What follows belongs to an exercise in optimizing a design on an open flow for small area; a production flow would make more cautious choices. Only simulation tests tie the RTL to the original design; equivalence was not proved. Power and IR drop assume default switching activity.

==> flow/design.v (outline; a module is shown in full before it is edited, if it fits) <==
// module stream_fifo: 46 lines
// module fpu_ss_compressed_predecoder_core: 88 lines
// module fpu_ss_compressed_predecoder: 12 lines
// module fpu_ss_predecoder_core: 311 lines
// module fpu_ss_predecoder: 14 lines
// module fpu_ss_decoder_core: 851 lines
// module fpu_ss_decoder: 79 lines
// module fpu_ss_controller: 97 lines
// module fpu_ss_csr: 71 lines
// module fpu_ss_regfile: 25 lines
// module fpu_ss_core: 4692 lines
// module fpu_ss: 129 lines
// module fpu_ss_top: 161 lines
module fpu_ss_top (
    input  logic        clk_i,
    input  logic        rst_ni,
    input  logic        x_compressed_valid_i,
    output logic        x_compressed_ready_o,
    input  logic [15:0] x_compressed_instr_i,
    output logic [31:0] x_compressed_resp_instr_o,
    output logic        x_compressed_resp_accept_o,
    input  logic        x_issue_valid_i,
    output logic        x_issue_ready_o,
    input  logic [31:0] x_issue_instr_i,
    input  logic [ 1:0] x_issue_mode_i,
    input  logic [ 3:0] x_issue_id_i,
    input  logic [31:0] x_issue_rs0_i,
    input  logic [31:0] x_issue_rs1_i,
    input  logic [31:0] x_issue_rs2_i,
    input  logic [ 2:0] x_issue_rs_valid_i,
    output logic        x_issue_resp_accept_o,
    output logic        x_issue_resp_writeback_o,
    output logic        x_issue_resp_loadstore_o,
    input  logic        x_commit_valid_i,
    input  logic [ 3:0] x_commit_id_i,
    input  logic        x_commit_kill_i,
    output logic        x_mem_valid_o,
    input  logic        x_mem_ready_i,
    output logic [ 3:0] x_mem_id_o,
    output logic [31:0] x_mem_addr_o,
    output logic [ 1:0] x_mem_mode_o,
    output logic [ 1:0] x_mem_size_o,
    output logic        x_mem_we_o,
    output logic [31:0] x_mem_wdata_o,
    input  logic        x_mem_result_valid_i,
    input  logic [31:0] x_mem_result_rdata_i,
    output logic        x_result_valid_o,
    input  logic        x_result_ready_i,
    output logic [ 3:0] x_result_id_o,
    output logic [31:0] x_result_data_o,
    output logic [ 4:0] x_result_rd_o,
    output logic        x_result_we_o,
    output logic [ 2:0] x_result_ecswe_o,
    output logic [ 5:0] x_result_ecsdata_o,
    output logic        fpu_in_valid_o,
    input  logic        fpu_in_ready_i,
    output logic [95:0] fpu_operands_o,
    output logic [ 2:0] fpu_rnd_mode_o,
    output logic [ 4:0] fpu_op_o,
    output logic        fpu_op_mod_o,
    output logic [ 2:0] fpu_src_fmt_o,
    output logic [ 2:0] fpu_src2_fmt_o,
    output logic [ 2:0] fpu_dst_fmt_o,
    output logic [ 1:0] fpu_int_fmt_o,
    output logic        fpu_vectorial_op_o,
    output logic [ 9:0] fpu_tag_o,
    input  logic        fpu_out_valid_i,
    output logic        fpu_out_ready_o,
    input  logic [31:0] fpu_result_i,
    input  logic [ 4:0] fpu_status_i,
    input  logic [ 9:0] fpu_tag_i
);
  // ...
==> flow/flow/run.sh <==
#!/bin/bash
# Own layout flow: the standard layout (standard.sh) with these changes.
#  1. Synthesis is the standard flow's synthesis script (synth_recipe.tcl, sourcing ORFS's
#     synth.tcl) with the ABC script replaced by flow/area.abc, an area-oriented
#     mapping (the clock period leaves plenty of slack), and with the register
#     file array module (fpu_ss_regfile) mapped by ABC on its own before the
#     design is flattened (SYNTH_KEEP_MODULES). The registers, their names and
#     cell types are those of the standard synthesis.
#  2. Ports are buffered with sky130_fd_sc_hd__buf_1.
# Each tool's output goes to a log file in this folder.
set -euo pipefail
W=$(pwd)

# synthesis script with the ABC script replaced
sed "s#^source \$::env(SCRIPTS_DIR)/synth_preamble.tcl#&\nset abc_args [lreplace \$abc_args 1 1 $W/flow/area.abc]#" \
  "$FLOW_HOME/scripts/synth.tcl" > "$W/flow_synth.tcl"
grep -q "flow/area.abc" "$W/flow_synth.tcl"
sed "s#source \$::env(SCRIPTS_DIR)/synth.tcl#source $W/flow_synth.tcl#" synth_recipe.tcl > "$W/flow_synth_recipe.tcl"
grep -q "flow_synth.tcl" "$W/flow_synth_recipe.tcl"
# The standard flow's config, and the register file module kept apart until ABC has run
cp config.mk "$W/flow_config.mk"
echo "export SYNTH_KEEP_MODULES = fpu_ss_regfile" >> "$W/flow_config.mk"
sed -e "s#$W/synth_recipe.tcl#$W/flow_synth_recipe.tcl#" -e "s#DESIGN_CONFIG=$W/config.mk#DESIGN_CONFIG=$W/flow_config.mk#" \
  standard.sh > "$W/flow_standard.sh"
grep -q "flow_synth_recipe.tcl" "$W/flow_standard.sh"
grep -q "flow_config.mk" "$W/flow_standard.sh"

bash "$W/flow_standard.sh" synth > "$W/synth.log" 2>&1
bash standard.sh "BUFFER_PORTS_ARGS=-buffer_cell sky130_fd_sc_hd__buf_1" finish > "$W/layout.log" 2>&1
==> flow/flow/area.abc <==
strash
balance
rewrite
refactor
balance
rewrite
rewrite -z
balance
refactor -z
rewrite -z
balance
dch
amap
topo
==> flow/standard.sh <==
#!/bin/bash
# synth_recipe.tcl (not shown) runs the flow's synth.tcl, then flattens the netlist and writes it again
# the make line also repeats each setting of config.mk as NAME=value (left out here)
make -C /OpenROAD-flow-scripts/flow DESIGN_CONFIG=/design/flow/config.mk WORK_HOME=/design/flow/orfs CLKGATE_MAP_FILE= SYNTH_SCRIPT=/design/flow/synth_recipe.tcl "${@:-finish}"
==> flow/config.mk <==
export PLATFORM = sky130hd
export DESIGN_NAME = fpu_ss_top
export DESIGN_NICKNAME = fpu_ss_top
export VERILOG_FILES = /design/flow/design.v
export SDC_FILE = /design/flow/constraint.sdc
export NUM_CORES = 4
export LEC_CHECK = 0
export ABC_CLOCK_PERIOD_IN_PS = 15000
export CAP_MARGIN = 20
export CORE_MARGIN = 2
export CORE_UTILIZATION = 45
export CTS_CLUSTER_DIAMETER = 70
export CTS_CLUSTER_SIZE = 22
export SETUP_SLACK_MARGIN = 0.7
export SLEW_MARGIN = 20
==> flow/constraint.sdc <==
create_clock -name core_clock -period 15.0 [get_ports {clk_i}]
set_input_delay 3.0000 -clock core_clock [delete_from_list [all_inputs] [get_ports {clk_i}]]
set_output_delay 3.0000 -clock core_clock [all_outputs]
set_load 0.01 [all_outputs]
==> impl_metrics.toml, run 1 <==
[logic_synthesis]
muxShareOfSynthArea_pct = 0
synth_area_um2 = 55000
synth_ff_type = "edfxtp_1"
yosys.area.top_type_share_pct = 56.9
synth_cell_types = 52

[final_layout]
fin_area_um2 = 65100
layout_common_cells = "o22ai_1 (1634), edfxtp_1 (1042), buf_1 (443), nor4_1 (406), clkinv_1 (354)"
seq_area_share_pct = 51.0
multi_input_cells = 3342
multi_input_area_um2 = 20500
seqCellArea_um2 = 33200
largest_register = "fpu_ss_i.u_core.fpu_ss_regfile_i.mem_n"
nets = 5996

[critical_path]
cp_max_fo = 14
ff2ff_setup_slack_ps = 7260
cp_num_buf_inv = 9
crit_type = "in2out"
r2r.worst_path.cells = 28
cpMaxStageDelayCell = "o22ai_1"

[floorplanning]
rows = 128
design.die.area_um2 = 125000

[clock_tree]
clk_pin_slew_ps = 70

[drt]
wl_met2_um = 122000
drc = 0

[pwr]
p_total_mw = 7.17
p_comb_mw = 0.970
p_int_mw = 5.01
powerClk_mw = 2.52

[grt]
overflow = 0
grt_first_pass_wirelength_um = 419000
met1_usage_pct = 57.6

[timing]
tightest_slew_ps = 1370
fin_crit_ps = 14290

[run_status]
run_status = "timing/DRC/antenna clean"
==> run 2, diff against run 1 <==
--- a/flow/config.mk
+++ b/flow/config.mk
@@ -12,4 +12,4 @@
 export CTS_CLUSTER_DIAMETER = 70
 export CTS_CLUSTER_SIZE = 22
-export SETUP_SLACK_MARGIN = 0.7
+export SETUP_SLACK_MARGIN = 0.5
 export SLEW_MARGIN = 20
==> impl_metrics.toml, run 2 <==
[pwr]
p_int_mw = 5.01
combinationalPowerShare_pct = 13.5
swShare_pct = 30.1
seq_power_share_pct = 51.4
p_per_area_nw_per_um2 = 110
ir_drop_mv = 0.114
p_clk_share_pct = 35.1
switchingPower_mw = 2.16
p_leak_nw = 20.2

[clock_tree]
cts_root_buf = "clkbuf_16"
clock-sinks = 1121
clk_pin_slew_ps = 70
numCtsBuffers = 83
cts_tree = "done"
clock_tree.buffer_depth = 3
cts_max_level = 3
clock_insertion_delay_worst_skew_ps = 750
holdBufCountCts = 0

[grt]
grt_first_pass_wirelength_um = 419000
antenna_found_initial = 27
met1_usage_pct = 57.7
grt_use_met2_pct = 65.9
gr-max-usage-layer = "met2"
grt_max_degree = 62
use_met3_pct = 25.6
track_usage_pct = 48.2
overflow = 0
grt_pass1_vias = 53100

[timing]
fin_skew_ps = 30.5
max_freq_ghz = 0.0699
setup_tns_ps = 0
drv_slew = 0
tightest_slew_ps = 1360
finalCritPeriodShare_pct = 95.3
report.final.hold_viol_count = 0
relSlewSlack_pct = 9.03
rsz0062_at_grt = "yes"
setup_viol = 0
fin_crit_ps = 14300

[critical_path]
cp_max_fo = 14
cpPeakStageDelay_ps = 740
worstSetupStartpointType = "input pin"
cpMaxStageDelayCell = "nor4_1"
cp-end-kind = "output pin"
r2r.worst_path.cells = 28
crit_required_ps = 12000
crit_type = "in2out"
cp.arrival_ps = 11300

[drt]
drc = 0
drt-initial-drc-count = 11300
vias_per_cell = 7.92
ant_nets = 0
vias = 58900
firstDrtPassIters = 10
routed_wl_um = 313000
wl_per_cell_um = 42.1

[final_layout]
layout_common_cells = "o22ai_1 (1634), edfxtp_1 (1042), buf_1 (443), nor4_1 (408), clkinv_1 (358)"
largestRegisters = "fpu_ss_i.u_core.fpu_ss_regfile_i.mem_n (1024), fpu_ss_i.u_core.g_fpu_ss_controller_i_rd_scoreboard_q (32), fpu_ss_i.u_core.g_mem_stream_fifo_i_mem_q (18)"
largest_reg_flops = 1024
syn_to_final_growth_pct = 18.3
fin_area_um2 = 65100
final_cells = 7434
drive_gt1_share_pct = 9.89
largest_register = "fpu_ss_i.u_core.fpu_ss_regfile_i.mem_n"
nFillCells = 10600
final_common_cell = "o22ai_1"
nets = 5993

[logic_synthesis]
synth_area_per_cell_um2 = 11.3
synth_edf_count = 1042
synthArstFlopShare_pct = 6.24
yosys.area_share.simple_pct = 11.6
synth-xor-area-share_pct = 0
yosysWarnings = 866
synth_fa_ha_area_share_pct = 0.705
syn_inst = 4860
synth_largest_area_cell = "edfxtp_1"
synthTopCellsByCount = "o22ai_1 (1634), edfxtp_1 (1042), nor4_1 (409)"
muxShareOfSynthArea_pct = 0
synth_area_um2 = 55000
synth_most_common_cell = "o22ai_1"
netlist_top_cells_area = "edfxtp_1 (57%), o22ai_1 (19%), nor4_1 (4.6%)"
yosysSeqAreaShare_pct = 60.4
synth_compound_area_share_pct = 24.2
synth_ff_type = "edfxtp_1"
synth_cell_types = 52
ys_seq_elements = 1121
yosys.area.top_type_share_pct = 56.9
synth_top_family_by_area = "compound AO/OA/AOI/OAI gates"

[floorplanning]
die_h_um = 354
start_util_pct = 45.3
design.die.area_um2 = 125000
coreArea_um2 = 122000
die_w_um = 354
pin_count = 540
rows = 128

[placed_design]
post_dp_cell_area_um2 = 61900
hpwl_um = 208000
gp_congestion = 1.07
post-place-cells = 7253
port_buffers = 445

[run_status]
run_status = "timing/DRC/antenna clean"

[hold_path]
hold_depth = 1
worst_hold_path_type = "reg2reg"

[job]
maxCapViolations = 0
## run 2: cell counts after synthesis
No cell type changed its count.
## run 2: critical path: cells and delay by family
| kind | cells | cell delay (ps) |
|---|---|---|
| AO/OA/AOI/OAI | 7 | 1810 |
| buffers and inverters | 8 | 1840 |
| AND/OR/NAND/NOR | 17 | 4620 |
## run 2: cells by family (layout without fill, tap and decap cells)
| group | after synthesis | count (layout) |
|---|---|---|
| AO/OA/AOI/OAI | 2064 | 2064 |
| adder cells (fa/ha/maj) | 25 | 25 |
| flip-flops | 1121 | 1121 |
| buffers and inverters | 412 | 1321 |
| other | 1 | 41 |
| AND/OR/NAND/NOR | 1237 | 1237 |
## run 2: power groups by stage
stage / Sequential (mW) / Clock (mW) / Combinational [mW]
after floorplan: 3.69 / 0 / 0.435
after global placement: 3.74 / 0 / 0.894
after detailed placement: 3.74 / 0 / 0.896
after CTS: 3.67 / 2.50 / 0.899
after global routing: 3.69 / 2.61 / 0.975
final: 3.68 / 2.51 / 0.968
## run 2: path summary, 6_finish.rpt
path / startpoint / end / slack [ps]
min in group asynchronous: rst_ni / async pin / 2120
max in group asynchronous: rst_ni / async pin / 11770
max reg2reg: fpu_ss_i.u_core.g_mem_stream_fifo_i_rd_ptr_q[1] / register / 7250
min reg2reg: register / register / 510
max: x_issue_instr_i[0] / fpu_operands_o[61] / 700
min: register / register / 510
## run 2: area by class of cell
class	instances	area, um^2	area share [%]
inverters	371	1430	2.20
diodes	25	62.6	0.0961
well taps	1625	2030	3.12
flip-flops and latches	1121	33200	51.0
multi-input cells	3342	20500	31.5
clock buffers	89	2180	3.36
repair buffers	802	4860	7.46
clock inverters	59	777	1.19
## run 2: through the flow
stage / power, mW / util [%] / worst slack, ps / hold WS, ps
after floorplan: 4.12 / - / 1480 / 475
after global placement: 4.64 / 50.9 / 451 / 492
after detailed placement: 4.64 / 50.9 / 406 / 500
after CTS: 7.07 / 53.4 / 542 / 519
after global routing: 7.28 / 53.5 / 396 / 535
final: 7.17 / 53.6 / 699 / 514
## run 2: what timing repair did
item                                    in CTS  in global routing
buffers inserted                             0                  6
endpoints found under the setup margin       1                 36
gates resized for setup                      1                 22
pin swaps                                    0                  2
## run 2: layer usage
| layer | wire [um] | share of wire (%) |
|---|---|---|
| met1 | 103000 | 33 |
| met2 | 122000 | 39 |
| met3 | 58100 | 19 |
| met4 | 29500 | 9.4 |
| met5 | 830 | 0.27 |
## run 2: per-module statistics from Yosys, one instance, submodules excluded
module | flip-flops and latches | copies in the design | cells | area, um^2
fpu_ss_top | 97 | 1 | 1692 | 11200
fpu_ss_regfile | 1024 | 1 | 3168 | 43800
==> run 3, diff against run 2 <==
--- a/flow/config.mk
+++ b/flow/config.mk
@@ -9,7 +9,7 @@
 export CAP_MARGIN = 20
 export CORE_MARGIN = 2
-export CORE_UTILIZATION = 45
-export CTS_CLUSTER_DIAMETER = 70
-export CTS_CLUSTER_SIZE = 22
-export SETUP_SLACK_MARGIN = 0.5
+export CORE_UTILIZATION = 48
+export CTS_CLUSTER_DIAMETER = 75
+export CTS_CLUSTER_SIZE = 24
+export SETUP_SLACK_MARGIN = 1.0
 export SLEW_MARGIN = 20
==> impl_metrics.toml, run 3 <==
[timing]
finalCritPeriodShare_pct = 94.5
fin_crit_ps = 14170
relSlewSlack_pct = 13.8
tightest_slew_ps = 1280
layout_setup_ws_ps = 827
report.final.hold_viol_count = 0
fin_skew_ps = 40.8
rsz0062_at_grt = "yes"
hold_ws_ps = 516
drv_slew = 0
setup_viol = 0
max_freq_ghz = 0.0706

[clock_tree]
numCtsBuffers = 70
cts_tree = "done"
clock_insertion_delay_worst_skew_ps = 730
clk_pin_slew_ps = 90
holdBufCountCts = 0
cts_root_buf = "clkbuf_16"
clock_tree.buffer_depth = 3
clock-sinks = 1121
cts_max_level = 3

[logic_synthesis]
synthTopCellsByCount = "o22ai_1 (1634), edfxtp_1 (1042), nor4_1 (409)"
synth_ff_type = "edfxtp_1"
synth_edf_count = 1042
synth_area_um2 = 55000
synth_area_per_cell_um2 = 11.3
yosysSeqAreaShare_pct = 60.4
synth_most_common_cell = "o22ai_1"
ys_seq_elements = 1121
yosys.area.top_type_share_pct = 56.9
synth_largest_area_cell = "edfxtp_1"
netlist_top_cells_area = "edfxtp_1 (57%), o22ai_1 (19%), nor4_1 (4.6%)"
synth_cell_types = 52
yosysWarnings = 866
syn_inst = 4860
synthArstFlopShare_pct = 6.24

[final_layout]
largest_register = "fpu_ss_i.u_core.fpu_ss_regfile_i.mem_n"
syn_to_final_growth_pct = 18.3
largest_reg_flops = 1024
nets = 6042
largestRegisters = "fpu_ss_i.u_core.fpu_ss_regfile_i.mem_n (1024), fpu_ss_i.u_core.g_fpu_ss_controller_i_rd_scoreboard_q (32), fpu_ss_i.u_core.g_mem_stream_fifo_i_mem_q (18)"
final_common_cell = "o22ai_1"
layout_common_cells = "o22ai_1 (1629), edfxtp_1 (1042), buf_1 (436), buf_4 (386), nor4_1 (382)"
drive_gt1_share_pct = 12.2

[critical_path]
cp.arrival_ps = 11170
cp_max_fo = 15
cpPeakStageDelay_ps = 1410
crit_type = "in2out"
cp-end-kind = "output pin"
r2r.worst_path.cells = 24
cpMaxStageDelayCell = "nand2_1"
worstSetupStartpointType = "input pin"
crit_required_ps = 12000
cpMostUsedCell = "clkinv_1"

[grt]
grt_use_met2_pct = 70.9
antenna_found_initial = 27
grt_max_degree = 71
grt_first_pass_wirelength_um = 428000
met1_usage_pct = 60.8
grt_pass1_vias = 54400
use_met3_pct = 30.8
gr-max-usage-layer = "met2"
track_usage_pct = 52.9
overflow = 0

[floorplanning]
rows = 124
die_h_um = 343
die_w_um = 343
coreArea_um2 = 114000
start_util_pct = 48.3
design.die.area_um2 = 117000
pin_count = 540

[pwr]
p_per_area_nw_per_um2 = 105
ir_drop_mv = 0.111
p_total_mw = 6.85
p_leak_nw = 20.2

[placed_design]
dp_slack_ps = -176
port_buffers = 445
hpwl_um = 215000
gp_congestion = 1.09

[drt]
firstDrtPassIters = 14
drt-initial-drc-count = 12400
vias = 60100
drc = 0
wl_per_cell_um = 43.7
ant_nets = 0
routed_wl_um = 322000
vias_per_cell = 8.16

[hold_path]
worst_hold_path_type = "reg2reg"
hold_depth = 1

[run_status]
run_status = "timing/DRC/antenna clean"

[job]
maxCapViolations = 0
[run 3: worst max-delay path, delay by kind of cell]
kind | cells | cell delay, ps
AOI/OAI and AO/OA | 7 | 2150
buffers and inverters | 10 | 3410
and+or+nand+nor | 8 | 2590
[run 3: area by class of cell]
class                      count  area [um^2]
sequential                  1121        33200
inverter                     371         1490
fill                        9745        49000
tap                         1512         1890
clock inverter                45          503
multi-input combinational   3342        20900
timing repair buffer         864         5200
antenna                       31         77.6
clock buffer                  77         1810
[run 3: routing by layer]
layer / up-vias / wire length, um
li1: 22600 / -
met4: 53 / 33600
met5: - / 1860
met3: 2194 / 63100
met1: 28100 / 101000
met2: 7134 / 122000
[run 3: power by group]
part           switching (mW)  internal (mW)  leakage (nW)  total, mW
Clock                    1.23          0.951          1.13       2.18
Sequential              0.132           3.56          10.4       3.69
Combinational           0.723          0.257          8.74      0.980
[run 3: Yosys stat by module (local to each module, per instance)]
module          cell area (um^2)  times used  cells  flip-flops and latches
fpu_ss_regfile             43800           1   3168                    1024
fpu_ss_top                 11200           1   1692                      97
[run 3: repair_timing]
item	in CTS	in global routing
buffers inserted	24	13
pin swaps	9	15
setup endpoints to repair	32	107
gates resized for setup	34	121
[run 3: path summary, 6_finish.rpt]
check / start / to / slack [ps]
max in group asynchronous: rst_ni / async pin / 11720
min in group asynchronous: rst_ni / fpu_ss_i.u_core.g_mem_stream_fifo_i_wr_ptr_q[0] / 2550
max reg2reg: fpu_ss_i.u_core.g_mem_stream_fifo_i_rd_ptr_q[1] / register / 7440
min: register / register / 520
min reg2reg: register / register / 520
max: x_issue_instr_i[29] / fpu_operands_o[80] / 830
[run 3: kinds of logic after synthesis]
logic type	share of synthesized area [%]
DFF	60.4
other	0.00681
buffers and inverters	3.09
and+or+nand+nor	11.6
adders and majority gates	0.705
AOI/OAI and AO/OA	24.2
[run 3: through the flow]
step / setup TNS (ps) / util, % / instances / cell area [um^2]
final: 0 / 57.1 / 7363 / 65100
after global routing: 0 / 57.0 / 7343 / 65000
after CTS: 0 / 56.5 / 7319 / 64400
after detailed placement: -176 / 54.2 / 7173 / 61800
after global placement: -206 / 54.2 / 7173 / 61800
after floorplan: 0 / - / 4875 / 55100

==> what the ideal ports hide <==
No port has a modelled driver above. Below, the same layouts with a new extraction and two added sets of constraints.
Step 1: set_driving_cell puts a clkbuf_16 on clk_i and a buf_2 on each other input, an assumption about the parent block.
Step 2, shift: input delay + t, output delay - t, t = (earliest + latest rising clock arrival at the registers) / 2. This alone moves slack from input paths to output paths.
Three values: ideal, step 1, step 2; two values: the first two.
run | shift t [ns] | setup WS [ns] | worst setup path at the end | latest minus earliest clock arrival (ns) | worst register clock-pin slew, ns
run 1 | 0.804 | 0.710 / 0.646 / 0.646 | input to output | 0.052 / 0.052 | 0.10 / 0.10
run 2 | 0.810 | 0.699 / 0.670 / 0.670 | input to output | 0.047 / 0.048 | 0.10 / 0.10
run 3 | 0.800 | 0.827 / 0.797 / 0.797 | input to output | 0.052 / 0.052 | 0.11 / 0.11
After both steps setup and hold are still met in every run listed. The setup slack of run 1, which loses most, moves by -0.064 ns with the drivers and by -0.064 ns with both steps.
